From an optimization exercise on the open Yosys and OpenROAD flow, aimed at small area and few clock cycles per item; shortcuts taken in it are not production practice.
RTL that was checked went through simulation tests only; none was proved equivalent to the original.
For run 1, only the layout was checked, not whether the RTL still works.

==> flow/design.v, too long to show whole: its modules and the start of the top module <==
// module joinC: 15 lines
// module OEHB: 26 lines
// module mul_comb: 751 lines
// module fa_cell: 4 lines
// module ha_cell: 4 lines
// module mul_op: 22 lines
module mul_op #(parameter INPUTS = 2,
		parameter OUTPUTS = 1,
		parameter DATA_IN_SIZE = 32,
		parameter DATA_OUT_SIZE = 32)
		(
		input clk,
		input rst,
		input [INPUTS * (DATA_IN_SIZE)- 1 : 0]data_in_bus,
		input [INPUTS - 1 : 0]valid_in_bus,
		output [INPUTS - 1 : 0] ready_in_bus,
		output [OUTPUTS * (DATA_OUT_SIZE) - 1 : 0]data_out_bus,
		output [OUTPUTS - 1 : 0]valid_out_bus,
		input 	[OUTPUTS - 1 : 0] ready_out_bus
);
  // ...
==> flow/flow/run.sh <==
#!/bin/bash
# The standard layout (standard.sh) with three changes to how it is made:
#  - ABC's area script for the synthesis's technology mapping is flow/abc_area.script
#    (run from a copy of ORFS's scripts folder that differs only in that file);
#  - the port buffers are made from the smallest buffer cell, buf_1;
#  - clock tree synthesis uses clkbuf_8 for its root and tree buffers and adds no dummy loads.
# The synthesis is otherwise the standard one (synth_recipe.tcl), so the registers
# and their names are the standard synthesis's.
set -euo pipefail
cd "$(dirname "$0")/.."
W=$PWD
rm -rf "$W/scripts_abc"
cp -r "$FLOW_HOME/scripts" "$W/scripts_abc"
cp "$W/flow/abc_area.script" "$W/scripts_abc/abc_area.script"
diff -r "$FLOW_HOME/scripts" "$W/scripts_abc" > scripts_diff.log 2>&1 || true
bash standard.sh "SCRIPTS_DIR=$W/scripts_abc" 'BUFFER_PORTS_ARGS=-buffer_cell sky130_fd_sc_hd__buf_1' \
  'CTS_ARGS=-sink_clustering_enable -repair_clock_nets -root_buf sky130_fd_sc_hd__clkbuf_8 -buf_list sky130_fd_sc_hd__clkbuf_8 -dont_use_dummy_load' finish > standard_sh.log 2>&1 || { tail -50 standard_sh.log; exit 1; }
tail -5 standard_sh.log
ls -l out/final.def
==> flow/flow/abc_area.script <==
strash
dch
map -a
topo
==> flow/standard.sh <==
#!/bin/bash
# synth_recipe.tcl (not shown) runs the flow's synth.tcl, then flattens the netlist and writes it again
# the make line also repeats each setting of config.mk as NAME=value (left out here)
make -C /OpenROAD-flow-scripts/flow DESIGN_CONFIG=/design/flow/config.mk WORK_HOME=/design/flow/orfs CLKGATE_MAP_FILE= SYNTH_SCRIPT=/design/flow/synth_recipe.tcl "${@:-finish}"
==> flow/config.mk <==
export PLATFORM = sky130hd
export DESIGN_NAME = mul_op
export DESIGN_NICKNAME = mul_op
export VERILOG_FILES = /design/flow/design.v
export SDC_FILE = /design/flow/constraint.sdc
export NUM_CORES = 4
export LEC_CHECK = 0
export ABC_AREA = 1
export CAP_MARGIN = 20
export CORE_MARGIN = 2
export CORE_UTILIZATION = 60
export CTS_BUF_LIST = sky130_fd_sc_hd__clkbuf_8
export GPL_TIMING_DRIVEN = 0
export PLACE_DENSITY = 0.75
export SLEW_MARGIN = 20
export SYNTH_HIERARCHICAL = 1
==> flow/constraint.sdc <==
create_clock -name core_clock -period 8.0 [get_ports {clk}]
set_input_delay 1.6000 -clock core_clock [delete_from_list [all_inputs] [get_ports {clk}]]
set_output_delay 1.6000 -clock core_clock [all_outputs]
set_load 0.01 [all_outputs]
==> impl_metrics.csv, run 1 <==
group,metric,value,unit
timing,tns,0,ns
layout,nets,1559,
global_routing,gr-usage-all-layers,0.3341,
critical_path,path_depth,17,
layout,nFillCells,1379,
layout,multiInputGateArea,9724,sq um
synthesis,synth.top_cells.by_count,"xor2_1 (274), o22ai_1 (255), fa_1 (214)",
run,maxCapViolCount,0,
synthesis,yosysMostFrequentCell,"xor2_1",
detailed_routing,wl_per_cell,21.69,um
critical_path,crit_required,8.06,ns
die,die_height,139.1,um
detailed_routing,via_count,9531,
detailed_routing,via_per_inst,6.501,
layout,largest_register_ffs,32,
layout,fin_area,12350,sq um
detailed_routing,met3_length,3027,um
layout,inv_count,107,
detailed_routing,wl_met1,11850,um
global_routing,grt_pass1_vias,9681,
synthesis,synth_xor_area_frac,0.2374,
synthesis,yosys-mux-area-fraction,0,
synthesis,ys_seq_area_frac,0.09000,
synthesis,synth_compound_area_frac,0.1638,
synthesis,synth_top_cells_by_area,"fa_1 (39%), xor2_1 (22%), o22ai_1 (15%), edfxtp_1 (8.8%), ha_1 (4.2%)",
synthesis,yosysWarnings,7,
detailed_routing,met2_length,15240,um
die,nWellTaps,229,
timing,finClkSkew,0.01674,ns
critical_path,reg2reg_slack,6.68,ns
layout,clockBufferCount,5,
outcome,status,"no timing/DRC/antenna violations",
timing,setup_violations,0,
==> inputs of run 2 (changes only) <==
--- a/flow/design.v
+++ b/flow/design.v
@@ -67,51 +67,51 @@
   wire pp8_7, pp8_8, pp8_9, pp8_10, pp8_11, pp8_12, pp8_13, pp8_14, pp8_15, pp9_0, pn9, pp9_1;
   wire pp9_2, pp9_3, pp9_4, pp9_5, pp9_6, pp9_7, pp9_8, pp9_9, pp9_10, pp9_11, pp9_12, pp9_13;
   wire pp10_0, pn10, pp10_1, pp10_2, pp10_3, pp10_4, pp10_5, pp10_6, pp10_7, pp10_8, pp10_9, pp10_10;
   wire pp10_11, pp11_0, pn11, pp11_1, pp11_2, pp11_3, pp11_4, pp11_5, pp11_6, pp11_7, pp11_8, pp11_9;
   wire pp12_0, pn12, pp12_1, pp12_2, pp12_3, pp12_4, pp12_5, pp12_6, pp12_7, pp13_0, pn13, pp13_1;
   wire pp13_2, pp13_3, pp13_4, pp13_5, pp14_0, pn14, pp14_1, pp14_2, pp14_3, pp15_0, pn15, pp15_1;
   wire s1, c2, s3, c4, s5, c6, s7, c8, s9, c10, s11, c12;
   wire s13, c14, s15, c16, s17, c18, s19, c20, s21, c22, s23, c24;
-  wire s25, s26, s27, s28, s29, c30, s31, c32, s33, c34, s35, c36;
+  wire s25, c26, s27, c28, s29, c30, s31, c32, s33, c34, s35, c36;
   wire s37, c38, s39, c40, s41, c42, s43, c44, s45, c46, s47, c48;
   wire s49, c50, s51, c52, s53, c54, s55, c56, s57, c58, s59, c60;
   wire s61, c62, s63, c64, s65, c66, s67, c68, s69, c70, s71, c72;
   wire s73, c74, s75, c76, s77, c78, s79, c80, s81, c82, s83, c84;
   wire s85, c86, s87, c88, s89, c90, s91, c92, s93, c94, s95, c96;
   wire s97, c98, s99, c100, s101, c102, s103, c104, s105, c106, s107, c108;
-  wire s109, c110, s111, c112, s113, c114, s115, c116, s117, s118, s119, s120;
+  wire s109, c110, s111, c112, s113, c114, s115, c116, s117, c118, s119, c120;
   wire s121, c122, s123, c124, s125, c126, s127, c128, s129, c130, s131, c132;
   wire s133, c134, s135, c136, s137, c138, s139, c140, s141, c142, s143, c144;
   wire s145, c146, s147, c148, s149, c150, s151, c152, s153, c154, s155, c156;
   wire s157, c158, s159, c160, s161, c162, s163, c164, s165, c166, s167, c168;
   wire s169, c170, s171, c172, s173, c174, s175, c176, s177, c178, s179, c180;
   wire s181, c182, s183, c184, s185, c186, s187, c188, s189, c190, s191, c192;
   wire s193, c194, s195, c196, s197, c198, s199, c200, s201, c202, s203, c204;
   wire s205, c206, s207, c208, s209, c210, s211, c212, s213, c214, s215, c216;
   wire s217, c218, s219, c220, s221, c222, s223, c224, s225, c226, s227, c228;
-  wire s229, s230, s231, s232, c233, s234, c235, s236, c237, s238, c239, s240;
-  wire c241, s242, c243, s244, c245, s246, c247, s248, c249, s250, c251, s252;
-  wire c253, s254, c255, s256, c257, s258, c259, s260, c261, s262, c263, s264;
-  wire c265, s266, c267, s268, c269, s270, c271, s272, c273, s274, c275, s276;
-  wire c277, s278, c279, s280, c281, s282, c283, s284, c285, s286, c287, s288;
-  wire c289, s290, c291, s292, c293, s294, c295, s296, c297, s298, c299, s300;
-  wire c301, s302, c303, s304, c305, s306, c307, s308, c309, s310, c311, s312;
-  wire c313, s314, c315, s316, c317, s318, c319, s320, c321, s322, c323, s324;
-  wire s325, s326, c327, s328, c329, s330, c331, s332, c333, s334, c335, s336;
-  wire c337, s338, c339, s340, c341, s342, c343, s344, c345, s346, c347, s348;
-  wire c349, s350, c351, s352, c353, s354, c355, s356, c357, s358, c359, s360;
-  wire c361, s362, c363, s364, c365, s366, c367, s368, c369, s370, c371, s372;
-  wire c373, s374, c375, s376, c377, s378, s379, c380, s381, c382, s383, c384;
+  wire s229, c230, s231, c232, s233, c234, s235, c236, s237, c238, s239, c240;
+  wire s241, c242, s243, c244, s245, c246, s247, c248, s249, c250, s251, c252;
+  wire s253, c254, s255, c256, s257, c258, s259, c260, s261, c262, s263, c264;
+  wire s265, c266, s267, c268, s269, c270, s271, c272, s273, c274, s275, c276;
+  wire s277, c278, s279, c280, s281, c282, s283, c284, s285, c286, s287, c288;
+  wire s289, c290, s291, c292, s293, c294, s295, c296, s297, c298, s299, c300;
+  wire s301, c302, s303, c304, s305, c306, s307, c308, s309, c310, s311, c312;
+  wire s313, c314, s315, c316, s317, c318, s319, c320, s321, c322, s323, c324;
+  wire s325, c326, s327, c328, s329, c330, s331, c332, s333, c334, s335, c336;
+  wire s337, c338, s339, c340, s341, c342, s343, c344, s345, c346, s347, c348;
+  wire s349, c350, s351, c352, s353, c354, s355, c356, s357, c358, s359, c360;
+  wire s361, c362, s363, c364, s365, c366, s367, c368, s369, c370, s371, c372;
+  wire s373, c374, s375, c376, s377, c378, s379, c380, s381, c382, s383, c384;
   wire s385, c386, s387, c388, s389, c390, s391, c392, s393, c394, s395, c396;
   wire s397, c398, s399, c400, s401, c402, s403, c404, s405, c406, s407, c408;
   wire s409, c410, s411, c412, s413, c414, s415, c416, s417, c418, s419, c420;
-  wire s421, c422, s423, c424, s425, c426, s427, c428, s429, c430, s431, c432;
-  wire s433, c434, s435;
+  wire s421, s422, s423, s424, s425, s426, s427, s428, s429, s430, s431, s432;
+  wire s433, s434, s435;
   assign one[0] = b[0] ^ 1'b0;
   assign two[0] = (b[1] & ~b[0] & ~1'b0) | (~b[1] & b[0] & 1'b0);
   assign neg[0] = b[1];
   assign one[1] = b[2] ^ b[1];
   assign two[1] = (b[3] & ~b[2] & ~b[1]) | (~b[3] & b[2] & b[1]);
   assign neg[1] = b[3];
   assign one[2] = b[4] ^ b[3];
   assign two[2] = (b[5] & ~b[4] & ~b[3]) | (~b[5] & b[4] & b[3]);
@@ -438,255 +438,255 @@
   assign pp14_0 = one[14] & a[0];
   assign pn14 = neg[14] & ~(one[14] & a[0]);
   assign pp14_1 = ((one[14] & a[1]) | (two[14] & a[0])) ^ neg[14];
   assign pp14_2 = ((one[14] & a[2]) | (two[14] & a[1])) ^ neg[14];
   assign pp14_3 = ((one[14] & a[3]) | (two[14] & a[2])) ^ neg[14];
   assign pp15_0 = one[15] & a[0];
   assign pn15 = neg[15] & ~(one[15] & a[0]);
   assign pp15_1 = ((one[15] & a[1]) | (two[15] & a[0])) ^ neg[15];
-  ha_cell us1 (.a(pp0_25), .b(pp1_23), .s(s1), .co(c2));
-  fa_cell us3 (.a(pp0_26), .b(pp1_24), .ci(pp2_22), .s(s3), .co(c4));
-  fa_cell us5 (.a(pp0_27), .b(pp1_25), .ci(pp2_23), .s(s5), .co(c6));
-  ha_cell us7 (.a(pp3_21), .b(pp4_19), .s(s7), .co(c8));
-  fa_cell us9 (.a(pp0_28), .b(pp1_26), .ci(pp2_24), .s(s9), .co(c10));
-  fa_cell us11 (.a(pp3_22), .b(pp4_20), .ci(pp5_18), .s(s11), .co(c12));
-  fa_cell us13 (.a(pp0_29), .b(pp1_27), .ci(pp2_25), .s(s13), .co(c14));
-  fa_cell us15 (.a(pp3_23), .b(pp4_21), .ci(pp5_19), .s(s15), .co(c16));
-  ha_cell us17 (.a(pp6_17), .b(pp7_15), .s(s17), .co(c18));
-  fa_cell us19 (.a(pp0_30), .b(pp1_28), .ci(pp2_26), .s(s19), .co(c20));
-  fa_cell us21 (.a(pp3_24), .b(pp4_22), .ci(pp5_20), .s(s21), .co(c22));
-  fa_cell us23 (.a(pp6_18), .b(pp7_16), .ci(pp8_14), .s(s23), .co(c24));
-  assign s25 = pp0_31 ^ pp1_29 ^ pp2_27;
-  assign s26 = pp3_25 ^ pp4_23 ^ pp5_21;
-  assign s27 = pp6_19 ^ pp7_17 ^ pp8_15;
-  assign s28 = pp9_13 ^ pp10_11;
-  ha_cell us29 (.a(pp0_17), .b(pp1_15), .s(s29), .co(c30));
-  fa_cell us31 (.a(pp0_18), .b(pp1_16), .ci(pp2_14), .s(s31), .co(c32));
-  fa_cell us33 (.a(pp0_19), .b(pp1_17), .ci(pp2_15), .s(s33), .co(c34));
-  ha_cell us35 (.a(pp3_13), .b(pp4_11), .s(s35), .co(c36));
-  fa_cell us37 (.a(pp0_20), .b(pp1_18), .ci(pp2_16), .s(s37), .co(c38));
-  fa_cell us39 (.a(pp3_14), .b(pp4_12), .ci(pp5_10), .s(s39), .co(c40));
-  fa_cell us41 (.a(pp0_21), .b(pp1_19), .ci(pp2_17), .s(s41), .co(c42));
-  fa_cell us43 (.a(pp3_15), .b(pp4_13), .ci(pp5_11), .s(s43), .co(c44));
-  ha_cell us45 (.a(pp6_9), .b(pp7_7), .s(s45), .co(c46));
-  fa_cell us47 (.a(pp0_22), .b(pp1_20), .ci(pp2_18), .s(s47), .co(c48));
-  fa_cell us49 (.a(pp3_16), .b(pp4_14), .ci(pp5_12), .s(s49), .co(c50));
-  fa_cell us51 (.a(pp6_10), .b(pp7_8), .ci(pp8_6), .s(s51), .co(c52));
-  fa_cell us53 (.a(pp0_23), .b(pp1_21), .ci(pp2_19), .s(s53), .co(c54));
-  fa_cell us55 (.a(pp3_17), .b(pp4_15), .ci(pp5_13), .s(s55), .co(c56));
-  fa_cell us57 (.a(pp6_11), .b(pp7_9), .ci(pp8_7), .s(s57), .co(c58));
-  ha_cell us59 (.a(pp9_5), .b(pp10_3), .s(s59), .co(c60));
-  fa_cell us61 (.a(pp0_24), .b(pp1_22), .ci(pp2_20), .s(s61), .co(c62));
-  fa_cell us63 (.a(pp3_18), .b(pp4_16), .ci(pp5_14), .s(s63), .co(c64));
-  fa_cell us65 (.a(pp6_12), .b(pp7_10), .ci(pp8_8), .s(s65), .co(c66));
-  fa_cell us67 (.a(pp9_6), .b(pp10_4), .ci(pp11_2), .s(s67), .co(c68));
-  fa_cell us69 (.a(s1), .b(pp2_21), .ci(pp3_19), .s(s69), .co(c70));
-  fa_cell us71 (.a(pp4_17), .b(pp5_15), .ci(pp6_13), .s(s71), .co(c72));
-  fa_cell us73 (.a(pp7_11), .b(pp8_9), .ci(pp9_7), .s(s73), .co(c74));
-  fa_cell us75 (.a(pp10_5), .b(pp11_3), .ci(pn12), .s(s75), .co(c76));
-  fa_cell us77 (.a(c2), .b(s3), .ci(pp3_20), .s(s77), .co(c78));
-  fa_cell us79 (.a(pp4_18), .b(pp5_16), .ci(pp6_14), .s(s79), .co(c80));
-  fa_cell us81 (.a(pp7_12), .b(pp8_10), .ci(pp9_8), .s(s81), .co(c82));
-  fa_cell us83 (.a(pp10_6), .b(pp11_4), .ci(pp12_2), .s(s83), .co(c84));
-  fa_cell us85 (.a(c4), .b(s5), .ci(s7), .s(s85), .co(c86));
-  fa_cell us87 (.a(pp5_17), .b(pp6_15), .ci(pp7_13), .s(s87), .co(c88));
-  fa_cell us89 (.a(pp8_11), .b(pp9_9), .ci(pp10_7), .s(s89), .co(c90));
-  fa_cell us91 (.a(pp11_5), .b(pp12_3), .ci(pn13), .s(s91), .co(c92));
-  fa_cell us93 (.a(c6), .b(c8), .ci(s9), .s(s93), .co(c94));
-  fa_cell us95 (.a(s11), .b(pp6_16), .ci(pp7_14), .s(s95), .co(c96));
-  fa_cell us97 (.a(pp8_12), .b(pp9_10), .ci(pp10_8), .s(s97), .co(c98));
-  fa_cell us99 (.a(pp11_6), .b(pp12_4), .ci(pp13_2), .s(s99), .co(c100));
-  fa_cell us101 (.a(c10), .b(c12), .ci(s13), .s(s101), .co(c102));
-  fa_cell us103 (.a(s15), .b(s17), .ci(pp8_13), .s(s103), .co(c104));
-  fa_cell us105 (.a(pp9_11), .b(pp10_9), .ci(pp11_7), .s(s105), .co(c106));
-  fa_cell us107 (.a(pp12_5), .b(pp13_3), .ci(pn14), .s(s107), .co(c108));
-  fa_cell us109 (.a(c14), .b(c16), .ci(c18), .s(s109), .co(c110));
-  fa_cell us111 (.a(s19), .b(s21), .ci(s23), .s(s111), .co(c112));
-  fa_cell us113 (.a(pp9_12), .b(pp10_10), .ci(pp11_8), .s(s113), .co(c114));
-  fa_cell us115 (.a(pp12_6), .b(pp13_4), .ci(pp14_2), .s(s115), .co(c116));
-  assign s117 = c20 ^ c22 ^ c24;
-  assign s118 = s25 ^ s26 ^ s27;
-  assign s119 = s28 ^ pp11_9 ^ pp12_7;
-  assign s120 = pp13_5 ^ pp14_3 ^ pn15;
-  ha_cell us121 (.a(pp0_11), .b(pp1_9), .s(s121), .co(c122));
-  fa_cell us123 (.a(pp0_12), .b(pp1_10), .ci(pp2_8), .s(s123), .co(c124));
-  fa_cell us125 (.a(pp0_13), .b(pp1_11), .ci(pp2_9), .s(s125), .co(c126));
-  ha_cell us127 (.a(pp3_7), .b(pp4_5), .s(s127), .co(c128));
-  fa_cell us129 (.a(pp0_14), .b(pp1_12), .ci(pp2_10), .s(s129), .co(c130));
-  fa_cell us131 (.a(pp3_8), .b(pp4_6), .ci(pp5_4), .s(s131), .co(c132));
-  fa_cell us133 (.a(pp0_15), .b(pp1_13), .ci(pp2_11), .s(s133), .co(c134));
-  fa_cell us135 (.a(pp3_9), .b(pp4_7), .ci(pp5_5), .s(s135), .co(c136));
-  ha_cell us137 (.a(pp6_3), .b(pn7), .s(s137), .co(c138));
-  fa_cell us139 (.a(pp0_16), .b(pp1_14), .ci(pp2_12), .s(s139), .co(c140));
-  fa_cell us141 (.a(pp3_10), .b(pp4_8), .ci(pp5_6), .s(s141), .co(c142));
-  fa_cell us143 (.a(pp6_4), .b(pp7_2), .ci(pp8_0), .s(s143), .co(c144));
-  fa_cell us145 (.a(s29), .b(pp2_13), .ci(pp3_11), .s(s145), .co(c146));
-  fa_cell us147 (.a(pp4_9), .b(pp5_7), .ci(pp6_5), .s(s147), .co(c148));
-  fa_cell us149 (.a(pp7_3), .b(pn8), .ci(pp8_1), .s(s149), .co(c150));
-  fa_cell us151 (.a(c30), .b(s31), .ci(pp3_12), .s(s151), .co(c152));
-  fa_cell us153 (.a(pp4_10), .b(pp5_8), .ci(pp6_6), .s(s153), .co(c154));
-  fa_cell us155 (.a(pp7_4), .b(pp8_2), .ci(pp9_0), .s(s155), .co(c156));
-  fa_cell us157 (.a(c32), .b(s33), .ci(s35), .s(s157), .co(c158));
-  fa_cell us159 (.a(pp5_9), .b(pp6_7), .ci(pp7_5), .s(s159), .co(c160));
-  fa_cell us161 (.a(pp8_3), .b(pn9), .ci(pp9_1), .s(s161), .co(c162));
-  fa_cell us163 (.a(c34), .b(c36), .ci(s37), .s(s163), .co(c164));
-  fa_cell us165 (.a(s39), .b(pp6_8), .ci(pp7_6), .s(s165), .co(c166));
-  fa_cell us167 (.a(pp8_4), .b(pp9_2), .ci(pp10_0), .s(s167), .co(c168));
-  fa_cell us169 (.a(c38), .b(c40), .ci(s41), .s(s169), .co(c170));
-  fa_cell us171 (.a(s43), .b(s45), .ci(pp8_5), .s(s171), .co(c172));
-  fa_cell us173 (.a(pp9_3), .b(pn10), .ci(pp10_1), .s(s173), .co(c174));
-  fa_cell us175 (.a(c42), .b(c44), .ci(c46), .s(s175), .co(c176));
-  fa_cell us177 (.a(s47), .b(s49), .ci(s51), .s(s177), .co(c178));
-  fa_cell us179 (.a(pp9_4), .b(pp10_2), .ci(pp11_0), .s(s179), .co(c180));
-  fa_cell us181 (.a(c48), .b(c50), .ci(c52), .s(s181), .co(c182));
-  fa_cell us183 (.a(s53), .b(s55), .ci(s57), .s(s183), .co(c184));
-  fa_cell us185 (.a(s59), .b(pn11), .ci(pp11_1), .s(s185), .co(c186));
-  fa_cell us187 (.a(c54), .b(c56), .ci(c58), .s(s187), .co(c188));
-  fa_cell us189 (.a(c60), .b(s61), .ci(s63), .s(s189), .co(c190));
-  fa_cell us191 (.a(s65), .b(s67), .ci(pp12_0), .s(s191), .co(c192));
-  fa_cell us193 (.a(c62), .b(c64), .ci(c66), .s(s193), .co(c194));
-  fa_cell us195 (.a(c68), .b(s69), .ci(s71), .s(s195), .co(c196));
-  fa_cell us197 (.a(s73), .b(s75), .ci(pp12_1), .s(s197), .co(c198));
-  fa_cell us199 (.a(c70), .b(c72), .ci(c74), .s(s199), .co(c200));
-  fa_cell us201 (.a(c76), .b(s77), .ci(s79), .s(s201), .co(c202));
-  fa_cell us203 (.a(s81), .b(s83), .ci(pp13_0), .s(s203), .co(c204));
-  fa_cell us205 (.a(c78), .b(c80), .ci(c82), .s(s205), .co(c206));
-  fa_cell us207 (.a(c84), .b(s85), .ci(s87), .s(s207), .co(c208));
-  fa_cell us209 (.a(s89), .b(s91), .ci(pp13_1), .s(s209), .co(c210));
-  fa_cell us211 (.a(c86), .b(c88), .ci(c90), .s(s211), .co(c212));
-  fa_cell us213 (.a(c92), .b(s93), .ci(s95), .s(s213), .co(c214));
-  fa_cell us215 (.a(s97), .b(s99), .ci(pp14_0), .s(s215), .co(c216));
-  fa_cell us217 (.a(c94), .b(c96), .ci(c98), .s(s217), .co(c218));
-  fa_cell us219 (.a(c100), .b(s101), .ci(s103), .s(s219), .co(c220));
-  fa_cell us221 (.a(s105), .b(s107), .ci(pp14_1), .s(s221), .co(c222));
-  fa_cell us223 (.a(c102), .b(c104), .ci(c106), .s(s223), .co(c224));
-  fa_cell us225 (.a(c108), .b(s109), .ci(s111), .s(s225), .co(c226));
-  fa_cell us227 (.a(s113), .b(s115), .ci(pp15_0), .s(s227), .co(c228));
-  assign s229 = c110 ^ c112 ^ c114;
-  assign s230 = c116 ^ s117 ^ s118;
-  assign s231 = s119 ^ s120 ^ pp15_1;
-  ha_cell us232 (.a(pp0_7), .b(pp1_5), .s(s232), .co(c233));
-  fa_cell us234 (.a(pp0_8), .b(pp1_6), .ci(pp2_4), .s(s234), .co(c235));
-  fa_cell us236 (.a(pp0_9), .b(pp1_7), .ci(pp2_5), .s(s236), .co(c237));
-  ha_cell us238 (.a(pp3_3), .b(pn4), .s(s238), .co(c239));
-  fa_cell us240 (.a(pp0_10), .b(pp1_8), .ci(pp2_6), .s(s240), .co(c241));
-  fa_cell us242 (.a(pp3_4), .b(pp4_2), .ci(pp5_0), .s(s242), .co(c243));
-  fa_cell us244 (.a(s121), .b(pp2_7), .ci(pp3_5), .s(s244), .co(c245));
-  fa_cell us246 (.a(pp4_3), .b(pn5), .ci(pp5_1), .s(s246), .co(c247));
-  fa_cell us248 (.a(c122), .b(s123), .ci(pp3_6), .s(s248), .co(c249));
-  fa_cell us250 (.a(pp4_4), .b(pp5_2), .ci(pp6_0), .s(s250), .co(c251));
-  fa_cell us252 (.a(c124), .b(s125), .ci(s127), .s(s252), .co(c253));
-  fa_cell us254 (.a(pp5_3), .b(pn6), .ci(pp6_1), .s(s254), .co(c255));
-  fa_cell us256 (.a(c126), .b(c128), .ci(s129), .s(s256), .co(c257));
-  fa_cell us258 (.a(s131), .b(pp6_2), .ci(pp7_0), .s(s258), .co(c259));
-  fa_cell us260 (.a(c130), .b(c132), .ci(s133), .s(s260), .co(c261));
-  fa_cell us262 (.a(s135), .b(s137), .ci(pp7_1), .s(s262), .co(c263));
-  fa_cell us264 (.a(c134), .b(c136), .ci(c138), .s(s264), .co(c265));
-  fa_cell us266 (.a(s139), .b(s141), .ci(s143), .s(s266), .co(c267));
-  fa_cell us268 (.a(c140), .b(c142), .ci(c144), .s(s268), .co(c269));
-  fa_cell us270 (.a(s145), .b(s147), .ci(s149), .s(s270), .co(c271));
-  fa_cell us272 (.a(c146), .b(c148), .ci(c150), .s(s272), .co(c273));
-  fa_cell us274 (.a(s151), .b(s153), .ci(s155), .s(s274), .co(c275));
-  fa_cell us276 (.a(c152), .b(c154), .ci(c156), .s(s276), .co(c277));
-  fa_cell us278 (.a(s157), .b(s159), .ci(s161), .s(s278), .co(c279));
-  fa_cell us280 (.a(c158), .b(c160), .ci(c162), .s(s280), .co(c281));
-  fa_cell us282 (.a(s163), .b(s165), .ci(s167), .s(s282), .co(c283));
-  fa_cell us284 (.a(c164), .b(c166), .ci(c168), .s(s284), .co(c285));
-  fa_cell us286 (.a(s169), .b(s171), .ci(s173), .s(s286), .co(c287));
-  fa_cell us288 (.a(c170), .b(c172), .ci(c174), .s(s288), .co(c289));
-  fa_cell us290 (.a(s175), .b(s177), .ci(s179), .s(s290), .co(c291));
-  fa_cell us292 (.a(c176), .b(c178), .ci(c180), .s(s292), .co(c293));
-  fa_cell us294 (.a(s181), .b(s183), .ci(s185), .s(s294), .co(c295));
-  fa_cell us296 (.a(c182), .b(c184), .ci(c186), .s(s296), .co(c297));
-  fa_cell us298 (.a(s187), .b(s189), .ci(s191), .s(s298), .co(c299));
-  fa_cell us300 (.a(c188), .b(c190), .ci(c192), .s(s300), .co(c301));
-  fa_cell us302 (.a(s193), .b(s195), .ci(s197), .s(s302), .co(c303));
-  fa_cell us304 (.a(c194), .b(c196), .ci(c198), .s(s304), .co(c305));
-  fa_cell us306 (.a(s199), .b(s201), .ci(s203), .s(s306), .co(c307));
-  fa_cell us308 (.a(c200), .b(c202), .ci(c204), .s(s308), .co(c309));
-  fa_cell us310 (.a(s205), .b(s207), .ci(s209), .s(s310), .co(c311));
-  fa_cell us312 (.a(c206), .b(c208), .ci(c210), .s(s312), .co(c313));
-  fa_cell us314 (.a(s211), .b(s213), .ci(s215), .s(s314), .co(c315));
-  fa_cell us316 (.a(c212), .b(c214), .ci(c216), .s(s316), .co(c317));
-  fa_cell us318 (.a(s217), .b(s219), .ci(s221), .s(s318), .co(c319));
-  fa_cell us320 (.a(c218), .b(c220), .ci(c222), .s(s320), .co(c321));
-  fa_cell us322 (.a(s223), .b(s225), .ci(s227), .s(s322), .co(c323));
-  assign s324 = c224 ^ c226 ^ c228;
-  assign s325 = s229 ^ s230 ^ s231;
-  ha_cell us326 (.a(pp0_5), .b(pp1_3), .s(s326), .co(c327));
-  fa_cell us328 (.a(pp0_6), .b(pp1_4), .ci(pp2_2), .s(s328), .co(c329));
-  fa_cell us330 (.a(s232), .b(pp2_3), .ci(pn3), .s(s330), .co(c331));
-  fa_cell us332 (.a(c233), .b(s234), .ci(pp3_2), .s(s332), .co(c333));
-  fa_cell us334 (.a(c235), .b(s236), .ci(s238), .s(s334), .co(c335));
-  fa_cell us336 (.a(c237), .b(c239), .ci(s240), .s(s336), .co(c337));
-  fa_cell us338 (.a(c241), .b(c243), .ci(s244), .s(s338), .co(c339));
-  fa_cell us340 (.a(c245), .b(c247), .ci(s248), .s(s340), .co(c341));
-  fa_cell us342 (.a(c249), .b(c251), .ci(s252), .s(s342), .co(c343));
-  fa_cell us344 (.a(c253), .b(c255), .ci(s256), .s(s344), .co(c345));
-  fa_cell us346 (.a(c257), .b(c259), .ci(s260), .s(s346), .co(c347));
-  fa_cell us348 (.a(c261), .b(c263), .ci(s264), .s(s348), .co(c349));
-  fa_cell us350 (.a(c265), .b(c267), .ci(s268), .s(s350), .co(c351));
-  fa_cell us352 (.a(c269), .b(c271), .ci(s272), .s(s352), .co(c353));
-  fa_cell us354 (.a(c273), .b(c275), .ci(s276), .s(s354), .co(c355));
-  fa_cell us356 (.a(c277), .b(c279), .ci(s280), .s(s356), .co(c357));
-  fa_cell us358 (.a(c281), .b(c283), .ci(s284), .s(s358), .co(c359));
-  fa_cell us360 (.a(c285), .b(c287), .ci(s288), .s(s360), .co(c361));
-  fa_cell us362 (.a(c289), .b(c291), .ci(s292), .s(s362), .co(c363));
-  fa_cell us364 (.a(c293), .b(c295), .ci(s296), .s(s364), .co(c365));
-  fa_cell us366 (.a(c297), .b(c299), .ci(s300), .s(s366), .co(c367));
-  fa_cell us368 (.a(c301), .b(c303), .ci(s304), .s(s368), .co(c369));
-  fa_cell us370 (.a(c305), .b(c307), .ci(s308), .s(s370), .co(c371));
-  fa_cell us372 (.a(c309), .b(c311), .ci(s312), .s(s372), .co(c373));
-  fa_cell us374 (.a(c313), .b(c315), .ci(s316), .s(s374), .co(c375));
-  fa_cell us376 (.a(c317), .b(c319), .ci(s320), .s(s376), .co(c377));
-  assign s378 = c321 ^ c323 ^ s324;
-  ha_cell us379 (.a(pp0_3), .b(pn1), .s(s379), .co(c380));
-  fa_cell us381 (.a(pp0_4), .b(pp1_2), .ci(pp2_0), .s(s381), .co(c382));
-  fa_cell us383 (.a(s326), .b(pn2), .ci(pp2_1), .s(s383), .co(c384));
-  fa_cell us385 (.a(c327), .b(s328), .ci(pp3_0), .s(s385), .co(c386));
-  fa_cell us387 (.a(c329), .b(s330), .ci(pp3_1), .s(s387), .co(c388));
-  fa_cell us389 (.a(c331), .b(s332), .ci(pp4_0), .s(s389), .co(c390));
-  fa_cell us391 (.a(c333), .b(s334), .ci(pp4_1), .s(s391), .co(c392));
-  fa_cell us393 (.a(c335), .b(s336), .ci(s242), .s(s393), .co(c394));
-  fa_cell us395 (.a(c337), .b(s338), .ci(s246), .s(s395), .co(c396));
-  fa_cell us397 (.a(c339), .b(s340), .ci(s250), .s(s397), .co(c398));
-  fa_cell us399 (.a(c341), .b(s342), .ci(s254), .s(s399), .co(c400));
-  fa_cell us401 (.a(c343), .b(s344), .ci(s258), .s(s401), .co(c402));
-  fa_cell us403 (.a(c345), .b(s346), .ci(s262), .s(s403), .co(c404));
-  fa_cell us405 (.a(c347), .b(s348), .ci(s266), .s(s405), .co(c406));
-  fa_cell us407 (.a(c349), .b(s350), .ci(s270), .s(s407), .co(c408));
-  fa_cell us409 (.a(c351), .b(s352), .ci(s274), .s(s409), .co(c410));
-  fa_cell us411 (.a(c353), .b(s354), .ci(s278), .s(s411), .co(c412));
-  fa_cell us413 (.a(c355), .b(s356), .ci(s282), .s(s413), .co(c414));
-  fa_cell us415 (.a(c357), .b(s358), .ci(s286), .s(s415), .co(c416));
-  fa_cell us417 (.a(c359), .b(s360), .ci(s290), .s(s417), .co(c418));
-  fa_cell us419 (.a(c361), .b(s362), .ci(s294), .s(s419), .co(c420));
-  fa_cell us421 (.a(c363), .b(s364), .ci(s298), .s(s421), .co(c422));
-  fa_cell us423 (.a(c365), .b(s366), .ci(s302), .s(s423), .co(c424));
-  fa_cell us425 (.a(c367), .b(s368), .ci(s306), .s(s425), .co(c426));
-  fa_cell us427 (.a(c369), .b(s370), .ci(s310), .s(s427), .co(c428));
-  fa_cell us429 (.a(c371), .b(s372), .ci(s314), .s(s429), .co(c430));
-  fa_cell us431 (.a(c373), .b(s374), .ci(s318), .s(s431), .co(c432));
-  fa_cell us433 (.a(c375), .b(s376), .ci(s322), .s(s433), .co(c434));
-  assign s435 = c377 ^ s378 ^ s325;
-  assign x = {c434, c432, c430, c428, c426, c424, c422, c420, c418, c416, c414, c412, c410, c408, c406, c404, c402, c400, c398, c396, c394, c392, c390, c388, c386, c384, c382, c380, s379, pp0_2, pn0, pp0_0};
-  assign y = {s435, s433, s431, s429, s427, s425, s423, s421, s419, s417, s415, s413, s411, s409, s407, s405, s403, s401, s399, s397, s395, s393, s391, s389, s387, s385, s383, s381, pp1_1, pp1_0, pp0_1, 1'b0};
+  fa_cell us1 (.a(pp0_3), .b(pn1), .ci(pp1_1), .s(s1), .co(c2));
+  fa_cell us3 (.a(pp0_4), .b(pp1_2), .ci(pp2_0), .s(s3), .co(c4));
+  fa_cell us5 (.a(pp0_5), .b(pp1_3), .ci(pn2), .s(s5), .co(c6));
+  fa_cell us7 (.a(pp2_1), .b(c4), .ci(s5), .s(s7), .co(c8));
+  fa_cell us9 (.a(pp0_6), .b(pp1_4), .ci(pp2_2), .s(s9), .co(c10));
+  fa_cell us11 (.a(pp3_0), .b(c6), .ci(s9), .s(s11), .co(c12));
+  fa_cell us13 (.a(pp0_7), .b(pp1_5), .ci(pp2_3), .s(s13), .co(c14));
+  fa_cell us15 (.a(pn3), .b(pp3_1), .ci(c10), .s(s15), .co(c16));
+  fa_cell us17 (.a(s13), .b(c12), .ci(s15), .s(s17), .co(c18));
+  fa_cell us19 (.a(pp0_8), .b(pp1_6), .ci(pp2_4), .s(s19), .co(c20));
+  fa_cell us21 (.a(pp3_2), .b(pp4_0), .ci(c14), .s(s21), .co(c22));
+  fa_cell us23 (.a(s19), .b(c16), .ci(s21), .s(s23), .co(c24));
+  fa_cell us25 (.a(pp0_9), .b(pp1_7), .ci(pp2_5), .s(s25), .co(c26));
+  fa_cell us27 (.a(pp3_3), .b(pn4), .ci(pp4_1), .s(s27), .co(c28));
+  fa_cell us29 (.a(c20), .b(s25), .ci(s27), .s(s29), .co(c30));
+  fa_cell us31 (.a(c22), .b(s29), .ci(c24), .s(s31), .co(c32));
+  fa_cell us33 (.a(pp0_10), .b(pp1_8), .ci(pp2_6), .s(s33), .co(c34));
+  fa_cell us35 (.a(pp3_4), .b(pp4_2), .ci(pp5_0), .s(s35), .co(c36));
+  fa_cell us37 (.a(c26), .b(c28), .ci(s33), .s(s37), .co(c38));
+  fa_cell us39 (.a(s35), .b(c30), .ci(s37), .s(s39), .co(c40));
+  fa_cell us41 (.a(pp0_11), .b(pp1_9), .ci(pp2_7), .s(s41), .co(c42));
+  fa_cell us43 (.a(pp3_5), .b(pp4_3), .ci(pn5), .s(s43), .co(c44));
+  fa_cell us45 (.a(pp5_1), .b(c34), .ci(c36), .s(s45), .co(c46));
+  fa_cell us47 (.a(s41), .b(s43), .ci(c38), .s(s47), .co(c48));
+  fa_cell us49 (.a(s45), .b(c40), .ci(s47), .s(s49), .co(c50));
+  fa_cell us51 (.a(pp0_12), .b(pp1_10), .ci(pp2_8), .s(s51), .co(c52));
+  fa_cell us53 (.a(pp3_6), .b(pp4_4), .ci(pp5_2), .s(s53), .co(c54));
+  fa_cell us55 (.a(pp6_0), .b(c42), .ci(c44), .s(s55), .co(c56));
+  fa_cell us57 (.a(s51), .b(s53), .ci(c46), .s(s57), .co(c58));
+  fa_cell us59 (.a(s55), .b(c48), .ci(s57), .s(s59), .co(c60));
+  fa_cell us61 (.a(pp0_13), .b(pp1_11), .ci(pp2_9), .s(s61), .co(c62));
+  fa_cell us63 (.a(pp3_7), .b(pp4_5), .ci(pp5_3), .s(s63), .co(c64));
+  fa_cell us65 (.a(pn6), .b(pp6_1), .ci(c52), .s(s65), .co(c66));
+  fa_cell us67 (.a(c54), .b(s61), .ci(s63), .s(s67), .co(c68));
+  fa_cell us69 (.a(c56), .b(s65), .ci(s67), .s(s69), .co(c70));
+  fa_cell us71 (.a(c58), .b(s69), .ci(c60), .s(s71), .co(c72));
+  fa_cell us73 (.a(pp0_14), .b(pp1_12), .ci(pp2_10), .s(s73), .co(c74));
+  fa_cell us75 (.a(pp3_8), .b(pp4_6), .ci(pp5_4), .s(s75), .co(c76));
+  fa_cell us77 (.a(pp6_2), .b(pp7_0), .ci(c62), .s(s77), .co(c78));
+  fa_cell us79 (.a(c64), .b(s73), .ci(s75), .s(s79), .co(c80));
+  fa_cell us81 (.a(c66), .b(c68), .ci(s77), .s(s81), .co(c82));
+  fa_cell us83 (.a(s79), .b(c70), .ci(s81), .s(s83), .co(c84));
+  fa_cell us85 (.a(pp0_15), .b(pp1_13), .ci(pp2_11), .s(s85), .co(c86));
+  fa_cell us87 (.a(pp3_9), .b(pp4_7), .ci(pp5_5), .s(s87), .co(c88));
+  fa_cell us89 (.a(pp6_3), .b(pn7), .ci(pp7_1), .s(s89), .co(c90));
+  fa_cell us91 (.a(c74), .b(c76), .ci(s85), .s(s91), .co(c92));
+  fa_cell us93 (.a(s87), .b(s89), .ci(c78), .s(s93), .co(c94));
+  fa_cell us95 (.a(c80), .b(s91), .ci(c82), .s(s95), .co(c96));
+  fa_cell us97 (.a(s93), .b(c84), .ci(s95), .s(s97), .co(c98));
+  fa_cell us99 (.a(pp0_16), .b(pp1_14), .ci(pp2_12), .s(s99), .co(c100));
+  fa_cell us101 (.a(pp3_10), .b(pp4_8), .ci(pp5_6), .s(s101), .co(c102));
+  fa_cell us103 (.a(pp6_4), .b(pp7_2), .ci(pp8_0), .s(s103), .co(c104));
+  fa_cell us105 (.a(c86), .b(c88), .ci(c90), .s(s105), .co(c106));
+  fa_cell us107 (.a(s99), .b(s101), .ci(s103), .s(s107), .co(c108));
+  fa_cell us109 (.a(c92), .b(s105), .ci(s107), .s(s109), .co(c110));
+  fa_cell us111 (.a(c94), .b(s109), .ci(c96), .s(s111), .co(c112));
+  fa_cell us113 (.a(pp0_17), .b(pp1_15), .ci(pp2_13), .s(s113), .co(c114));
+  fa_cell us115 (.a(pp3_11), .b(pp4_9), .ci(pp5_7), .s(s115), .co(c116));
+  fa_cell us117 (.a(pp6_5), .b(pp7_3), .ci(pn8), .s(s117), .co(c118));
+  fa_cell us119 (.a(pp8_1), .b(c100), .ci(c102), .s(s119), .co(c120));
+  fa_cell us121 (.a(c104), .b(s113), .ci(s115), .s(s121), .co(c122));
+  fa_cell us123 (.a(s117), .b(c106), .ci(c108), .s(s123), .co(c124));
+  fa_cell us125 (.a(s119), .b(s121), .ci(c110), .s(s125), .co(c126));
+  fa_cell us127 (.a(s123), .b(s125), .ci(c112), .s(s127), .co(c128));
+  fa_cell us129 (.a(pp0_18), .b(pp1_16), .ci(pp2_14), .s(s129), .co(c130));
+  fa_cell us131 (.a(pp3_12), .b(pp4_10), .ci(pp5_8), .s(s131), .co(c132));
+  fa_cell us133 (.a(pp6_6), .b(pp7_4), .ci(pp8_2), .s(s133), .co(c134));
+  fa_cell us135 (.a(pp9_0), .b(c114), .ci(c116), .s(s135), .co(c136));
+  fa_cell us137 (.a(c118), .b(s129), .ci(s131), .s(s137), .co(c138));
+  fa_cell us139 (.a(s133), .b(c120), .ci(c122), .s(s139), .co(c140));
+  fa_cell us141 (.a(s135), .b(s137), .ci(c124), .s(s141), .co(c142));
+  fa_cell us143 (.a(s139), .b(c126), .ci(s141), .s(s143), .co(c144));
+  fa_cell us145 (.a(pp0_19), .b(pp1_17), .ci(pp2_15), .s(s145), .co(c146));
+  fa_cell us147 (.a(pp3_13), .b(pp4_11), .ci(pp5_9), .s(s147), .co(c148));
+  fa_cell us149 (.a(pp6_7), .b(pp7_5), .ci(pp8_3), .s(s149), .co(c150));
+  fa_cell us151 (.a(pn9), .b(pp9_1), .ci(c130), .s(s151), .co(c152));
+  fa_cell us153 (.a(c132), .b(c134), .ci(s145), .s(s153), .co(c154));
+  fa_cell us155 (.a(s147), .b(s149), .ci(c136), .s(s155), .co(c156));
+  fa_cell us157 (.a(c138), .b(s151), .ci(s153), .s(s157), .co(c158));
+  fa_cell us159 (.a(c140), .b(s155), .ci(s157), .s(s159), .co(c160));
+  fa_cell us161 (.a(c142), .b(s159), .ci(c144), .s(s161), .co(c162));
+  fa_cell us163 (.a(pp0_20), .b(pp1_18), .ci(pp2_16), .s(s163), .co(c164));
+  fa_cell us165 (.a(pp3_14), .b(pp4_12), .ci(pp5_10), .s(s165), .co(c166));
+  fa_cell us167 (.a(pp6_8), .b(pp7_6), .ci(pp8_4), .s(s167), .co(c168));
+  fa_cell us169 (.a(pp9_2), .b(pp10_0), .ci(c146), .s(s169), .co(c170));
+  fa_cell us171 (.a(c148), .b(c150), .ci(s163), .s(s171), .co(c172));
+  fa_cell us173 (.a(s165), .b(s167), .ci(c152), .s(s173), .co(c174));
+  fa_cell us175 (.a(c154), .b(s169), .ci(s171), .s(s175), .co(c176));
+  fa_cell us177 (.a(c156), .b(s173), .ci(c158), .s(s177), .co(c178));
+  fa_cell us179 (.a(s175), .b(c160), .ci(s177), .s(s179), .co(c180));
+  fa_cell us181 (.a(pp0_21), .b(pp1_19), .ci(pp2_17), .s(s181), .co(c182));
+  fa_cell us183 (.a(pp3_15), .b(pp4_13), .ci(pp5_11), .s(s183), .co(c184));
+  fa_cell us185 (.a(pp6_9), .b(pp7_7), .ci(pp8_5), .s(s185), .co(c186));
+  fa_cell us187 (.a(pp9_3), .b(pn10), .ci(pp10_1), .s(s187), .co(c188));
+  fa_cell us189 (.a(c164), .b(c166), .ci(c168), .s(s189), .co(c190));
+  fa_cell us191 (.a(s181), .b(s183), .ci(s185), .s(s191), .co(c192));
+  fa_cell us193 (.a(s187), .b(c170), .ci(c172), .s(s193), .co(c194));
+  fa_cell us195 (.a(s189), .b(s191), .ci(c174), .s(s195), .co(c196));
+  fa_cell us197 (.a(c176), .b(s193), .ci(s195), .s(s197), .co(c198));
+  fa_cell us199 (.a(c178), .b(s197), .ci(c180), .s(s199), .co(c200));
+  fa_cell us201 (.a(pp0_22), .b(pp1_20), .ci(pp2_18), .s(s201), .co(c202));
+  fa_cell us203 (.a(pp3_16), .b(pp4_14), .ci(pp5_12), .s(s203), .co(c204));
+  fa_cell us205 (.a(pp6_10), .b(pp7_8), .ci(pp8_6), .s(s205), .co(c206));
+  fa_cell us207 (.a(pp9_4), .b(pp10_2), .ci(pp11_0), .s(s207), .co(c208));
+  fa_cell us209 (.a(c182), .b(c184), .ci(c186), .s(s209), .co(c210));
+  fa_cell us211 (.a(c188), .b(s201), .ci(s203), .s(s211), .co(c212));
+  fa_cell us213 (.a(s205), .b(s207), .ci(c190), .s(s213), .co(c214));
+  fa_cell us215 (.a(c192), .b(s209), .ci(s211), .s(s215), .co(c216));
+  fa_cell us217 (.a(c194), .b(s213), .ci(s215), .s(s217), .co(c218));
+  fa_cell us219 (.a(c196), .b(s217), .ci(c198), .s(s219), .co(c220));
+  fa_cell us221 (.a(pp0_23), .b(pp1_21), .ci(pp2_19), .s(s221), .co(c222));
+  fa_cell us223 (.a(pp3_17), .b(pp4_15), .ci(pp5_13), .s(s223), .co(c224));
+  fa_cell us225 (.a(pp6_11), .b(pp7_9), .ci(pp8_7), .s(s225), .co(c226));
+  fa_cell us227 (.a(pp9_5), .b(pp10_3), .ci(pn11), .s(s227), .co(c228));
+  fa_cell us229 (.a(pp11_1), .b(c202), .ci(c204), .s(s229), .co(c230));
+  fa_cell us231 (.a(c206), .b(c208), .ci(s221), .s(s231), .co(c232));
+  fa_cell us233 (.a(s223), .b(s225), .ci(s227), .s(s233), .co(c234));
+  fa_cell us235 (.a(c210), .b(c212), .ci(s229), .s(s235), .co(c236));
+  fa_cell us237 (.a(s231), .b(s233), .ci(c214), .s(s237), .co(c238));
+  fa_cell us239 (.a(c216), .b(s235), .ci(s237), .s(s239), .co(c240));
+  fa_cell us241 (.a(c218), .b(s239), .ci(c220), .s(s241), .co(c242));
+  fa_cell us243 (.a(pp0_24), .b(pp1_22), .ci(pp2_20), .s(s243), .co(c244));
+  fa_cell us245 (.a(pp3_18), .b(pp4_16), .ci(pp5_14), .s(s245), .co(c246));
+  fa_cell us247 (.a(pp6_12), .b(pp7_10), .ci(pp8_8), .s(s247), .co(c248));
+  fa_cell us249 (.a(pp9_6), .b(pp10_4), .ci(pp11_2), .s(s249), .co(c250));
+  fa_cell us251 (.a(pp12_0), .b(c222), .ci(c224), .s(s251), .co(c252));
+  fa_cell us253 (.a(c226), .b(c228), .ci(s243), .s(s253), .co(c254));
+  fa_cell us255 (.a(s245), .b(s247), .ci(s249), .s(s255), .co(c256));
+  fa_cell us257 (.a(c230), .b(c232), .ci(c234), .s(s257), .co(c258));
+  fa_cell us259 (.a(s251), .b(s253), .ci(s255), .s(s259), .co(c260));
+  fa_cell us261 (.a(c236), .b(s257), .ci(s259), .s(s261), .co(c262));
+  fa_cell us263 (.a(c238), .b(s261), .ci(c240), .s(s263), .co(c264));
+  fa_cell us265 (.a(pp0_25), .b(pp1_23), .ci(pp2_21), .s(s265), .co(c266));
+  fa_cell us267 (.a(pp3_19), .b(pp4_17), .ci(pp5_15), .s(s267), .co(c268));
+  fa_cell us269 (.a(pp6_13), .b(pp7_11), .ci(pp8_9), .s(s269), .co(c270));
+  fa_cell us271 (.a(pp9_7), .b(pp10_5), .ci(pp11_3), .s(s271), .co(c272));
+  fa_cell us273 (.a(pn12), .b(pp12_1), .ci(c244), .s(s273), .co(c274));
+  fa_cell us275 (.a(c246), .b(c248), .ci(c250), .s(s275), .co(c276));
+  fa_cell us277 (.a(s265), .b(s267), .ci(s269), .s(s277), .co(c278));
+  fa_cell us279 (.a(s271), .b(c252), .ci(c254), .s(s279), .co(c280));
+  fa_cell us281 (.a(c256), .b(s273), .ci(s275), .s(s281), .co(c282));
+  fa_cell us283 (.a(s277), .b(c258), .ci(c260), .s(s283), .co(c284));
+  fa_cell us285 (.a(s279), .b(s281), .ci(c262), .s(s285), .co(c286));
+  fa_cell us287 (.a(s283), .b(s285), .ci(c264), .s(s287), .co(c288));
+  fa_cell us289 (.a(pp0_26), .b(pp1_24), .ci(pp2_22), .s(s289), .co(c290));
+  fa_cell us291 (.a(pp3_20), .b(pp4_18), .ci(pp5_16), .s(s291), .co(c292));
+  fa_cell us293 (.a(pp6_14), .b(pp7_12), .ci(pp8_10), .s(s293), .co(c294));
+  fa_cell us295 (.a(pp9_8), .b(pp10_6), .ci(pp11_4), .s(s295), .co(c296));
+  fa_cell us297 (.a(pp12_2), .b(pp13_0), .ci(c266), .s(s297), .co(c298));
+  fa_cell us299 (.a(c268), .b(c270), .ci(c272), .s(s299), .co(c300));
+  fa_cell us301 (.a(s289), .b(s291), .ci(s293), .s(s301), .co(c302));
+  fa_cell us303 (.a(s295), .b(c274), .ci(c276), .s(s303), .co(c304));
+  fa_cell us305 (.a(c278), .b(s297), .ci(s299), .s(s305), .co(c306));
+  fa_cell us307 (.a(s301), .b(c280), .ci(c282), .s(s307), .co(c308));
+  fa_cell us309 (.a(s303), .b(s305), .ci(c284), .s(s309), .co(c310));
+  fa_cell us311 (.a(s307), .b(c286), .ci(s309), .s(s311), .co(c312));
+  fa_cell us313 (.a(pp0_27), .b(pp1_25), .ci(pp2_23), .s(s313), .co(c314));
+  fa_cell us315 (.a(pp3_21), .b(pp4_19), .ci(pp5_17), .s(s315), .co(c316));
+  fa_cell us317 (.a(pp6_15), .b(pp7_13), .ci(pp8_11), .s(s317), .co(c318));
+  fa_cell us319 (.a(pp9_9), .b(pp10_7), .ci(pp11_5), .s(s319), .co(c320));
+  fa_cell us321 (.a(pp12_3), .b(pn13), .ci(pp13_1), .s(s321), .co(c322));
+  fa_cell us323 (.a(c290), .b(c292), .ci(c294), .s(s323), .co(c324));
+  fa_cell us325 (.a(c296), .b(s313), .ci(s315), .s(s325), .co(c326));
+  fa_cell us327 (.a(s317), .b(s319), .ci(s321), .s(s327), .co(c328));
+  fa_cell us329 (.a(c298), .b(c300), .ci(c302), .s(s329), .co(c330));
+  fa_cell us331 (.a(s323), .b(s325), .ci(s327), .s(s331), .co(c332));
+  fa_cell us333 (.a(c304), .b(c306), .ci(s329), .s(s333), .co(c334));
+  fa_cell us335 (.a(s331), .b(c308), .ci(s333), .s(s335), .co(c336));
+  fa_cell us337 (.a(c310), .b(s335), .ci(c312), .s(s337), .co(c338));
+  fa_cell us339 (.a(pp0_28), .b(pp1_26), .ci(pp2_24), .s(s339), .co(c340));
+  fa_cell us341 (.a(pp3_22), .b(pp4_20), .ci(pp5_18), .s(s341), .co(c342));
+  fa_cell us343 (.a(pp6_16), .b(pp7_14), .ci(pp8_12), .s(s343), .co(c344));
+  fa_cell us345 (.a(pp9_10), .b(pp10_8), .ci(pp11_6), .s(s345), .co(c346));
+  fa_cell us347 (.a(pp12_4), .b(pp13_2), .ci(pp14_0), .s(s347), .co(c348));
+  fa_cell us349 (.a(c314), .b(c316), .ci(c318), .s(s349), .co(c350));
+  fa_cell us351 (.a(c320), .b(c322), .ci(s339), .s(s351), .co(c352));
+  fa_cell us353 (.a(s341), .b(s343), .ci(s345), .s(s353), .co(c354));
+  fa_cell us355 (.a(s347), .b(c324), .ci(c326), .s(s355), .co(c356));
+  fa_cell us357 (.a(c328), .b(s349), .ci(s351), .s(s357), .co(c358));
+  fa_cell us359 (.a(s353), .b(c330), .ci(c332), .s(s359), .co(c360));
+  fa_cell us361 (.a(s355), .b(s357), .ci(c334), .s(s361), .co(c362));
+  fa_cell us363 (.a(s359), .b(c336), .ci(s361), .s(s363), .co(c364));
+  fa_cell us365 (.a(pp0_29), .b(pp1_27), .ci(pp2_25), .s(s365), .co(c366));
+  fa_cell us367 (.a(pp3_23), .b(pp4_21), .ci(pp5_19), .s(s367), .co(c368));
+  fa_cell us369 (.a(pp6_17), .b(pp7_15), .ci(pp8_13), .s(s369), .co(c370));
+  fa_cell us371 (.a(pp9_11), .b(pp10_9), .ci(pp11_7), .s(s371), .co(c372));
+  fa_cell us373 (.a(pp12_5), .b(pp13_3), .ci(pn14), .s(s373), .co(c374));
+  fa_cell us375 (.a(pp14_1), .b(c340), .ci(c342), .s(s375), .co(c376));
+  fa_cell us377 (.a(c344), .b(c346), .ci(c348), .s(s377), .co(c378));
+  fa_cell us379 (.a(s365), .b(s367), .ci(s369), .s(s379), .co(c380));
+  fa_cell us381 (.a(s371), .b(s373), .ci(c350), .s(s381), .co(c382));
+  fa_cell us383 (.a(c352), .b(c354), .ci(s375), .s(s383), .co(c384));
+  fa_cell us385 (.a(s377), .b(s379), .ci(c356), .s(s385), .co(c386));
+  fa_cell us387 (.a(s381), .b(c358), .ci(s383), .s(s387), .co(c388));
+  fa_cell us389 (.a(c360), .b(s385), .ci(s387), .s(s389), .co(c390));
+  fa_cell us391 (.a(c362), .b(s389), .ci(c364), .s(s391), .co(c392));
+  fa_cell us393 (.a(pp0_30), .b(pp1_28), .ci(pp2_26), .s(s393), .co(c394));
+  fa_cell us395 (.a(pp3_24), .b(pp4_22), .ci(pp5_20), .s(s395), .co(c396));
+  fa_cell us397 (.a(pp6_18), .b(pp7_16), .ci(pp8_14), .s(s397), .co(c398));
+  fa_cell us399 (.a(pp9_12), .b(pp10_10), .ci(pp11_8), .s(s399), .co(c400));
+  fa_cell us401 (.a(pp12_6), .b(pp13_4), .ci(pp14_2), .s(s401), .co(c402));
+  fa_cell us403 (.a(pp15_0), .b(c366), .ci(c368), .s(s403), .co(c404));
+  fa_cell us405 (.a(c370), .b(c372), .ci(c374), .s(s405), .co(c406));
+  fa_cell us407 (.a(s393), .b(s395), .ci(s397), .s(s407), .co(c408));
+  fa_cell us409 (.a(s399), .b(s401), .ci(c376), .s(s409), .co(c410));
+  fa_cell us411 (.a(c378), .b(c380), .ci(s403), .s(s411), .co(c412));
+  fa_cell us413 (.a(s405), .b(s407), .ci(c382), .s(s413), .co(c414));
+  fa_cell us415 (.a(c384), .b(s409), .ci(s411), .s(s415), .co(c416));
+  fa_cell us417 (.a(c386), .b(s413), .ci(c388), .s(s417), .co(c418));
+  fa_cell us419 (.a(s415), .b(c390), .ci(s417), .s(s419), .co(c420));
+  assign s421 = pp0_31 ^ pp1_29 ^ pp2_27;
+  assign s422 = pp3_25 ^ pp4_23 ^ pp5_21;
+  assign s423 = pp6_19 ^ pp7_17 ^ pp8_15;
+  assign s424 = pp9_13 ^ pp10_11 ^ pp11_9;
+  assign s425 = pp12_7 ^ pp13_5 ^ pp14_3;
+  assign s426 = pn15 ^ pp15_1 ^ c394;
+  assign s427 = c396 ^ c398 ^ c400;
+  assign s428 = c402 ^ s421 ^ s422;
+  assign s429 = s423 ^ s424 ^ s425;
+  assign s430 = c404 ^ c406 ^ c408;
+  assign s431 = s426 ^ s427 ^ s428;
+  assign s432 = s429 ^ c410 ^ c412;
+  assign s433 = s430 ^ s431 ^ c414;
+  assign s434 = c416 ^ s432 ^ s433;
+  assign s435 = c418 ^ s434 ^ c420;
+  assign x = {s435, c392, s391, c338, s337, c288, s287, c242, s241, c200, s199, c162, s161, c128, s127, c98, s97, c72, s71, c50, s49, c32, s31, c18, s17, c8, s7, c2, s1, pp0_2, pn0, pp0_0};
+  assign y = {1'b0, s419, 1'b0, s363, 1'b0, s311, 1'b0, s263, 1'b0, s219, 1'b0, s179, 1'b0, s143, 1'b0, s111, 1'b0, s83, 1'b0, s59, 1'b0, s39, 1'b0, s23, 1'b0, s11, 1'b0, s3, 1'b0, pp1_0, pp0_1, 1'b0};
   wire [31:0] g, t, cg, cp;
   assign g = x & y;
   assign t = x ^ y;
   wire [7:0] rc;
   assign rc[0] = 1'b0;
   ha_cell ur1 (.a(x[1]), .b(y[1]), .s(p[1]), .co(rc[1]));
   fa_cell ur2 (.a(x[2]), .b(y[2]), .ci(rc[1]), .s(p[2]), .co(rc[2]));
-  fa_cell ur3 (.a(x[3]), .b(y[3]), .ci(rc[2]), .s(p[3]), .co(rc[3]));
+  ha_cell ur3 (.a(x[3]), .b(rc[2]), .s(p[3]), .co(rc[3]));
   fa_cell ur4 (.a(x[4]), .b(y[4]), .ci(rc[3]), .s(p[4]), .co(rc[4]));
-  fa_cell ur5 (.a(x[5]), .b(y[5]), .ci(rc[4]), .s(p[5]), .co(rc[5]));
+  ha_cell ur5 (.a(x[5]), .b(rc[4]), .s(p[5]), .co(rc[5]));
   fa_cell ur6 (.a(x[6]), .b(y[6]), .ci(rc[5]), .s(p[6]), .co(rc[6]));
-  fa_cell ur7 (.a(x[7]), .b(y[7]), .ci(rc[6]), .s(p[7]), .co(rc[7]));
+  ha_cell ur7 (.a(x[7]), .b(rc[6]), .s(p[7]), .co(rc[7]));
   wire pg1 = g[8] | (t[8] & rc[7]);
   wire pp1 = t[8] & 1'b0;
   wire pg2 = g[10] | (t[10] & g[9]);
   wire pp2 = t[10] & t[9];
   wire pg3 = g[12] | (t[12] & g[11]);
   wire pp3 = t[12] & t[11];
   wire pg4 = g[14] | (t[14] & g[13]);
   wire pp4 = t[14] & t[13];
==> flow/flow/abc_area.script (replaced) <==
strash
dch
amap
topo
==> flow/config.mk (replaced) <==
export PLATFORM = sky130hd
export DESIGN_NAME = mul_op
export DESIGN_NICKNAME = mul_op
export VERILOG_FILES = /design/flow/design.v
export SDC_FILE = /design/flow/constraint.sdc
export NUM_CORES = 4
export LEC_CHECK = 0
export ABC_AREA = 1
export CAP_MARGIN = 10
export CORE_MARGIN = 2
export CORE_UTILIZATION = 60
export GPL_TIMING_DRIVEN = 0
export PLACE_DENSITY = 0.75
export SLEW_MARGIN = 10
export SYNTH_HIERARCHICAL = 1
==> run 2 against run 1 <==
  * Maximum frequency down 1.3%
  * Synthesized area is 3.3% lower
  * Still clean on timing, DRC and antenna
  * Via count up 15%
  * Critical path depth rose by 6
  * Worst setup slack got worse by 0.10 ns
  * Critical endpoint is now oehb_buffer.data_reg[31]
  * Clock-buffer cell count unchanged
  * Cell count grew 12%
  * Global-route usage grew 3.9 points
  * Sequential cell count is the same
  * Core utilization rose by 1.2 points
  * Critical path type unchanged
==> impl_metrics.csv, run 2 <==
group,metric,value,unit
synthesis,ys_seq_area_frac,0.09306,
layout,stdcell_count,1640,
layout,nFillCells,1410,
synthesis,synth_cell_types,23,
critical_path,reg2reg_slack,6.30,ns
detailed_routing,ant_nets,0,
global_routing,grt_pass1_wl,53530,um
critical_path,path_depth,23,
synthesis,syn_avg_cell_area,8.297,sq um
place,gp_congestion,0.8915,
critical_path,crit_arrival,7.90,ns
die,die_x,136.9,um
critical_path,start_kind,"input port",
timing,max_slew_margin,0.4040,
clock_network,clkLatencyLatePin,0.32,ns
synthesis,async_flop_share,0.03030,
critical_path,slowest_stage,"fa_1",
synthesis,synth.top_cells.by_count,"nor2_1 (302), o22ai_1 (269), a21oi_1 (248)",
critical_path,rr_endpoint,"oehb_buffer.data_reg[10]",
layout,fin_area,12100,sq um
timing,tns,0,ns
die,die_height,136.9,um
timing,finClkSkew,0.008849,ns
worst_hold_path,hold_path_class,"flip-flop to flip-flop",
critical_path,ff2ff_path_depth,3,
critical_path,critPathMaxFanout,27,
layout,syn2layout_area_growth,14.23,%
synthesis,yosysTopAreaCell,"fa_1",
timing,max_freq,127.7,MHz
clock_network,cts_tree,"built",
timing,hold_violations,0,
detailed_routing,wl_per_cell,21.02,um
synthesis,synth_edf_count,32,
global_routing,grt_max_degree,53,
detailed_routing,via_per_inst,6.674,
critical_path,crit_end,"oehb_buffer.data_reg[31]",
die,initial_core_util,0.6126,
layout,nets,1726,
timing,slew_viol_final,0,
layout,multiInputGateArea,9647,sq um
timing,min_period_over_period,0.9789,
global_routing,antenna_found_initial,0,
clock_network,htreeDepth,2,
synthesis,yosys.area.top_type_share,0.4043,
critical_path,reg2reg_from,"oehb_buffer.valid_out_bus",
synthesis,synth.cell_area,10600,sq um
clock_network,clock_path_buffers,2,
critical_path,worstSetupEndpointType,"flip-flop",
timing,worstMarginPinSlew,0.8939,ns
timing,finalCriticalPeriod,7.831,ns
critical_path,worstSetupPathType,"input port to flip-flop",
timing,setup_violations,0,
clock_network,cts_hold_buffers,0,
clock_network,cts_root_buf,"clkbuf_8",
global_routing,gr-total-overflow,0,
global_routing,grt_pass1_vias,10220,
timing,holdWs,0.6760,ns
die,num_rows,48,
place,port_buffers,103,
critical_path,crit_buf_inv,2,
synthesis,synth_top_cells_by_area,"fa_1 (40%), o22ai_1 (16%), a21oi_1 (12%), nor2_1 (11%), edfxtp_1 (9.1%)",
outcome,status,"no timing/DRC/antenna violations",
die,die-area,18740,sq um
layout,diodes,0,
place,placed_cell_area,11560,sq um
critical_path,crit_start,"data_in_bus[4]",
layout,largest_register_ffs,32,
die,io_pins,104,
clock_network,clock-sinks,33,
place,dp.cells,1618,
synthesis,syn-instance-count,1277,
detailed_routing,drt_iter0_drc,1438,
global_routing,gr-usage-all-layers,0.3735,
detailed_routing,drcViolationCount,0,
layout,fin_util,0.6997,
synthesis,synth-seq-cells,33,
layout,final_cell_mix,"nor2_1 (301), o22ai_1 (259), a21oi_1 (248), fa_1 (214), buf_1 (91)",
critical_path,slowest_delay,0.58,ns
run,maxCapViolCount,0,
critical_path,crit_required,8.07,ns
detailed_routing,postRouteWirelength,34470,um
layout,drive_gt1_frac,0.06643,
critical_path,crit_top_cell,"a31o_1",
layout,register_area,985.9,sq um
place,hpwl,24110,um
critical_path,crit_chain,"buf_1 -> clkinv_2 -> o21ai_0 -> o22ai_1 -> fa_1 -> fa_1 -> ha_1 -> fa_1 -> ha_1 -> fa_1 -> a31o_1 -> a31o_1 -> a31o_1 -> a31o_1 -> a31o_1 -> a31o_1 -> a31o_1 -> a31o_1 -> a31o_1 -> a31o_1 -> a31oi_2 -> nor2_1 -> nand2b_1",
synthesis,yosysMostFrequentCell,"nor2_1",
layout,final_common_cell,"nor2_1",
clock_network,path_clk_slew,0.07,ns
detailed_routing,drt-pass1-iter-count,6,
critical_path,path_delay_family,"compound AO/OA/AOI/OAI gates",
synthesis,synth_nets,1586,
die,core-area,17300,sq um
synthesis,ys.flop_type,"edfxtp_1",
clock_network,cts_buffers,5,
synthesis,yosysWarnings,7,
detailed_routing,via_count,10950,
-- run 2: worst min-delay path: stages, from the launching register on --
cell and delay (ns):
dfrtp_1 0.34, nor2b_1 0.18, or2_0 0.12
-- run 2: modules after synthesis, one instance, submodules excluded, a selection --
| module | cells | flip-flops and latches |
|---|---|---|
| ha_cell | 1 | 0 |
| fa_cell | 1 | 0 |
| mul_comb | 1017 | 0 |
-- run 2: cell type report --
cell class / count / area share
Buffer: 1 / 0.0006203
Clock buffer: 5 / 0.005686
Inverter: 51 / 0.02264
Multi-Input combinational cell: 1196 / 0.7971
Sequential cell: 33 / 0.08146
Tap cell: 225 / 0.02326
Timing Repair Buffer: 128 / 0.06885
Timing Repair inverter: 1 / 0.0004135
-- run 2: logic make-up after synthesis --
| group | synth area share |
|---|---|
| compound gates | 0.3082 |
| simple gates | 0.1399 |
| fa+ha+maj | 0.4350 |
| buf+inv | 0.01878 |
| flops | 0.09306 |
| xor+xnor | 0.004960 |
-- run 2: worst min-delay path by stage --
stage,start,to,slack (ns),depth (start not counted)
after CTS,oehb_buffer.valid_out_bus,oehb_buffer.valid_out_bus,0.69,2
after global placement,oehb_buffer.valid_out_bus,oehb_buffer.valid_out_bus,0.64,2
after floorplan,oehb_buffer.valid_out_bus,oehb_buffer.valid_out_bus,0.68,2
final,oehb_buffer.valid_out_bus,oehb_buffer.valid_out_bus,0.68,2
after global routing,oehb_buffer.valid_out_bus,oehb_buffer.valid_out_bus,0.72,2
after detailed placement,oehb_buffer.valid_out_bus,oehb_buffer.valid_out_bus,0.67,2
-- run 2: what timing repair did --
action,in CTS,in global routing
cloned,2,4
resized for setup,36,55
endpoints found under the setup margin,11,5
buffers inserted,4,7
pin swaps,2,5
-- run 2: routing by layer --
| metal | wire length (um) | GRT usage |
|---|---|---|
| met1 | 13140 | 0.5086 |
| met2 | 15790 | 0.5908 |
| met3 | 4014 | 0.06889 |
| met4 | 1521 | 0.1564 |
| met5 | 0 | 0.008333 |
-- run 2: through the flow --
stage | worst slack, ns
2_1_floorplan | 0.08208
3_3_place_gp | -3.421
3_5_place_dp | -1.538
4_1_cts | 0.002150
5_1_grt | -0.01928
6_report | 0.1690
Testbench counts of run 2, summed over its fixed seeds: cycles 12,008, items 12,000.

what the ideal ports hide:
No port has a modelled driver above. Below, the same layouts with a new extraction and two added sets of constraints. Step 1 assumes that a clkbuf_16 drives the clock port and a buf_2 every other input. Step 2 adds t to the input delays and takes it off the output delays; t is the mean of the earliest and latest rising clock arrival at the registers after step 1. Input paths then give back, and output paths get back, about the clock's delay inside the block. Three values: no drivers, after step 1, after step 2; two values: the first two.
run	t (ns)	setup WS [ns]	worst setup path after step 2
run 1	0.362	0.271 / 0.280 / -0.082	input to register
run 2	0.354	0.169 / 0.080 / -0.275	input to register
With both steps, setup timing fails in run 1 and run 2, where it was met with ideal ports. For run 2, which loses most, drivers alone change the setup slack by -0.089 ns; drivers and shift together by -0.444 ns.
